From an optimization exercise on the open Yosys and OpenROAD flow, aimed at small area, a short achievable clock period and few clock cycles per item; shortcuts taken in it are not production practice. Function was checked by simulation only, so behaviour that the tests miss may differ from the original.

the baseline:
## cordicManager
module cordicManager (
  input           clk_i,
  input           nrst_i,
  input   [23:0]  freq_i,
  input           theta_iteration_valid_i,
  input   [11:0]  theta_iteration_i,
  output          dt_Ticks_valid_o,
  output          next_dt_Ticks_o,
  output  [15:0]  dt_Ticks_o
);
For scale: ~3100 cells after synthesis, roughly 160 flip-flops, roughly 57 I/O pins.
make LEC_CHECK=0 ABC_AREA=1 CAP_MARGIN=20 CORE_MARGIN=2 CORE_UTILIZATION=40 SETUP_SLACK_MARGIN=2.5 SLEW_MARGIN=20 SYNTH_MEMORY_MAX_BITS=65536 finish   # period 8.0 ns
run.sh (not shown) runs the stock make flow with config.mk's settings and CLKGATE_MAP_FILE= SYNTH_SCRIPT=/design/flow/synth_recipe.tcl, a recipe that flattens the netlist after the stock synthesis.
Testbench counts of the baseline, summed over its fixed seeds: cycles 5,624, items 512.
Input-level comparison between the candidate and the baseline:
--- a/flow/design.v
+++ b/flow/design.v
@@ -5069,26 +5069,18 @@
   end
 endfunction
 wire [3:0]  bd_w   = fbits(cnt_r, fp_w);
 wire        bneg_w = bd_w[3] & ~(bd_w[2] & bd_w[1] & bd_w[0]);
 wire [2:0]  bsum_w = {1'b0, bd_w[2], 1'b0} + {2'b00, bd_w[1]} + {2'b00, bd_w[0]};   
 wire [2:0]  bmag_w = bd_w[3] ? 3'd4 - bsum_w : bsum_w;
-reg  [14:0] ph_r;
-always @(posedge clk_i) ph_r <= phn_w;
 wire [16:0] ph3_w;
-pfx_add #(17) add_ph3 (.a_i({2'b00, ph_r}), .b_i({1'b0, ph_r, 1'b0}), .c_i(1'b0), .s_o(ph3_w));
-wire        first_w = (cnt_r == 4'd0);
-wire        bm3_w   = (bmag_w == 3'd3);
-wire [27:0] mag0_w  = (bmag_w == 3'd1)            ? {6'd0, phn_w, 7'd0} :
-                      (bmag_w == 3'd2 || (bm3_w & ~bneg_w)) ? {5'd0, phn_w, 8'd0} :
-                      (bmag_w == 3'd4 || (bm3_w &  bneg_w)) ? {4'd0, phn_w, 9'd0} : 28'd0;
-wire [27:0] magn_w  = (bmag_w == 3'd1) ? {6'd0, ph_r, 7'd0} :
-                      (bmag_w == 3'd2) ? {5'd0, ph_r, 8'd0} :
-                      (bmag_w == 3'd3) ? {4'd0, ph3_w, 7'd0} :
-                      (bmag_w == 3'd4) ? {4'd0, ph_r, 9'd0} : 28'd0;
-wire [27:0] mag_w   = first_w ? mag0_w : magn_w;
+pfx_add #(17) add_ph3 (.a_i({2'b00, phn_w}), .b_i({1'b0, phn_w, 1'b0}), .c_i(1'b0), .s_o(ph3_w));
+wire [27:0] mag_w  = (bmag_w == 3'd1) ? {6'd0, phn_w, 7'd0} :
+                     (bmag_w == 3'd2) ? {5'd0, phn_w, 8'd0} :
+                     (bmag_w == 3'd3) ? {4'd0, ph3_w, 7'd0} :
+                     (bmag_w == 3'd4) ? {4'd0, phn_w, 9'd0} : 28'd0;
 reg  [27:0] db_r;
 reg         dneg_r;
 always @(posedge clk_i) begin
   db_r   <= bneg_w ? ~mag_w : mag_w;
   dneg_r <= bneg_w;
 end
@@ -5189,13 +5181,13 @@
                      ~q_w[4] & (q_w != 5'd0)};
 wire [17:0] qsum_w;
 pfx_add #(18) add_qs (.a_i({qa_r[14:0], 3'b000}), .b_i({{13{qd_r[4]}}, qd_r}), .c_i(1'b0), .s_o(qsum_w));
 always @(posedge clk_i) begin
   if (cnt_r == 4'd0) begin
     ws_r <= freq_i[17] ? {3'd0, phn_w, 7'd0} : 25'd0;
-    wc_r <= bm3_w ? {6'd0, phn_w, 4'd0} : 25'd0;    
+    wc_r <= 25'd0;
     qa_r <= 18'd0;
     qd_r <= 5'd0;
   end else begin
     ws_r <= s2_w[24:0];
     wc_r <= c2_w[24:0];
     qa_r <= qsum_w;
Findings:
Summary of the comparison: non-clock buffer total of the final layout is higher in the candidate, relative to the baseline.
Between the candidate and the baseline, transition at the pin with the smallest max-transition slack is higher for the candidate, the baseline comes in under that.
Looking at placed instance count, the candidate sits 128 lower than the baseline does.
When the candidate is measured against the baseline, its number of nets in the finished design turns out 90 lower.
Compared to the baseline, the candidate reaches a lower achievable clock.
The candidate vs the baseline — register-to-register slack dropped 120 ps.
Lower final cell utilization of the core among the candidate and the baseline: the baseline
[the candidate] die span in x fell about 2% relative to the baseline
Testbench counts of the candidate, summed over its fixed seeds: cycles 5,624, items 512.

========
## run D
Starting RTL as in the previous note.
make LEC_CHECK=0 ABC_AREA=1 CAP_MARGIN=20 CORE_MARGIN=2 CORE_UTILIZATION=40 SETUP_SLACK_MARGIN=3 SLEW_MARGIN=20 SYNTH_MEMORY_MAX_BITS=65536 finish   # period 8.0 ns
The final layout from run D, which completed every stage, passed the timing, design-rule and antenna checks at the end of the flow.
Testbench counts of run D, summed over its fixed seeds: cycles 5,624, items 512.
Input changes introduced in run E (baseline for comparison: run D):
diff --git a/flow/design.v b/flow/design.v
--- a/flow/design.v
+++ b/flow/design.v
@@ -5068,28 +5068,20 @@
     endcase
   end
 endfunction
 wire [3:0]  bd_w   = fbits(cnt_r, fp_w);
 wire        bneg_w = bd_w[3] & ~(bd_w[2] & bd_w[1] & bd_w[0]);
 wire [2:0]  bsum_w = {1'b0, bd_w[2], 1'b0} + {2'b00, bd_w[1]} + {2'b00, bd_w[0]};   
 wire [2:0]  bmag_w = bd_w[3] ? 3'd4 - bsum_w : bsum_w;
-reg  [14:0] ph_r;
-always @(posedge clk_i) ph_r <= phn_w;
 wire [16:0] ph3_w;
-pfx_add #(17) add_ph3 (.a_i({2'b00, ph_r}), .b_i({1'b0, ph_r, 1'b0}), .c_i(1'b0), .s_o(ph3_w));
-wire        first_w = (cnt_r == 4'd0);
-wire        bm3_w   = (bmag_w == 3'd3);
-wire [27:0] mag0_w  = (bmag_w == 3'd1)            ? {6'd0, phn_w, 7'd0} :
-                      (bmag_w == 3'd2 || (bm3_w & ~bneg_w)) ? {5'd0, phn_w, 8'd0} :
-                      (bmag_w == 3'd4 || (bm3_w &  bneg_w)) ? {4'd0, phn_w, 9'd0} : 28'd0;
-wire [27:0] magn_w  = (bmag_w == 3'd1) ? {6'd0, ph_r, 7'd0} :
-                      (bmag_w == 3'd2) ? {5'd0, ph_r, 8'd0} :
-                      (bmag_w == 3'd3) ? {4'd0, ph3_w, 7'd0} :
-                      (bmag_w == 3'd4) ? {4'd0, ph_r, 9'd0} : 28'd0;
-wire [27:0] mag_w   = first_w ? mag0_w : magn_w;
+pfx_add #(17) add_ph3 (.a_i({2'b00, phn_w}), .b_i({1'b0, phn_w, 1'b0}), .c_i(1'b0), .s_o(ph3_w));
+wire [27:0] mag_w  = (bmag_w == 3'd1) ? {6'd0, phn_w, 7'd0} :
+                     (bmag_w == 3'd2) ? {5'd0, phn_w, 8'd0} :
+                     (bmag_w == 3'd3) ? {4'd0, ph3_w, 7'd0} :
+                     (bmag_w == 3'd4) ? {4'd0, phn_w, 9'd0} : 28'd0;
 reg  [27:0] db_r;
 reg         dneg_r;
 always @(posedge clk_i) begin
   db_r   <= bneg_w ? ~mag_w : mag_w;
   dneg_r <= bneg_w;
 end
 function [27:0] qc_vec;              
@@ -5188,15 +5180,15 @@
 wire [27:0] c2_w  = {(s1_w[26:0] & c1_w[26:0]) | (s1_w[26:0] & kc_w[26:0]) | (c1_w[26:0] & kc_w[26:0]),
                      ~q_w[4] & (q_w != 5'd0)};
 wire [17:0] qsum_w;
 pfx_add #(18) add_qs (.a_i({qa_r[14:0], 3'b000}), .b_i({{13{qd_r[4]}}, qd_r}), .c_i(1'b0), .s_o(qsum_w));
 always @(posedge clk_i) begin
   if (cnt_r == 4'd0) begin
     ws_r <= freq_i[17] ? {3'd0, phn_w, 7'd0} : 25'd0;
-    wc_r <= bm3_w ? {6'd0, phn_w, 4'd0} : 25'd0;    
+    wc_r <= 25'd0;
     qa_r <= 18'd0;
     qd_r <= 5'd0;
   end else begin
     ws_r <= s2_w[24:0];
     wc_r <= c2_w[24:0];
     qa_r <= qsum_w;
     qd_r <= q_w;
## What came out
Run E finished all stages; the layout is clean. The highest layer used for signal routing comes out met5 in one run and met4 in the other, namely in run D and run E respectively. Net count reported at finish was higher in the run labelled run D. Diff run D -> run E: clock-cell share of area did not really move; worst hold slack after final layout grew by 0.036 ns; detailed route wirelength on metal2 went down about 2.2%; final cell area excluding filler cells saw a decrease. Relative to run D, worst slew slack as a fraction of its limit has gone up in run E.
Testbench counts of run E, summed over its fixed seeds: cycles 5,624, items 512.

[separate check: timing with driven ports]
The results above use ideal ports. As a check the final layouts listed here were re-extracted and re-timed, cells and wires unchanged. Step 1, drivers: a clkbuf_16 drives clk_i and a buf_2 each remaining input, both assumed. Step 2 adds t to the input delays and takes it off the output delays; t is the mean of the earliest and latest rising clock arrival at the registers after step 1. Input paths then give back, and output paths get back, about the clock's delay inside the block. Three values: ideal ports, drivers, drivers and shift; two values: the first two.
| run | t (ns) | setup slack, ns | worst register clock-pin slew, ns |
|---|---|---|---|
| the baseline | 0.520 | 2.591 / 2.617 / 2.098 | 0.07 / 0.07 |
| the candidate | 0.496 | 2.487 / 2.515 / 2.018 | 0.07 / 0.07 |
| run D | 0.529 | 2.857 / 2.857 / 2.466 | 0.07 / 0.07 |
| run E | 0.523 | 2.584 / 2.584 / 2.397 | 0.07 / 0.07 |
After both steps setup and hold are still met in every run listed. The setup slack of the baseline, which loses most, moves by +0.026 ns with the drivers and by -0.493 ns with both steps.
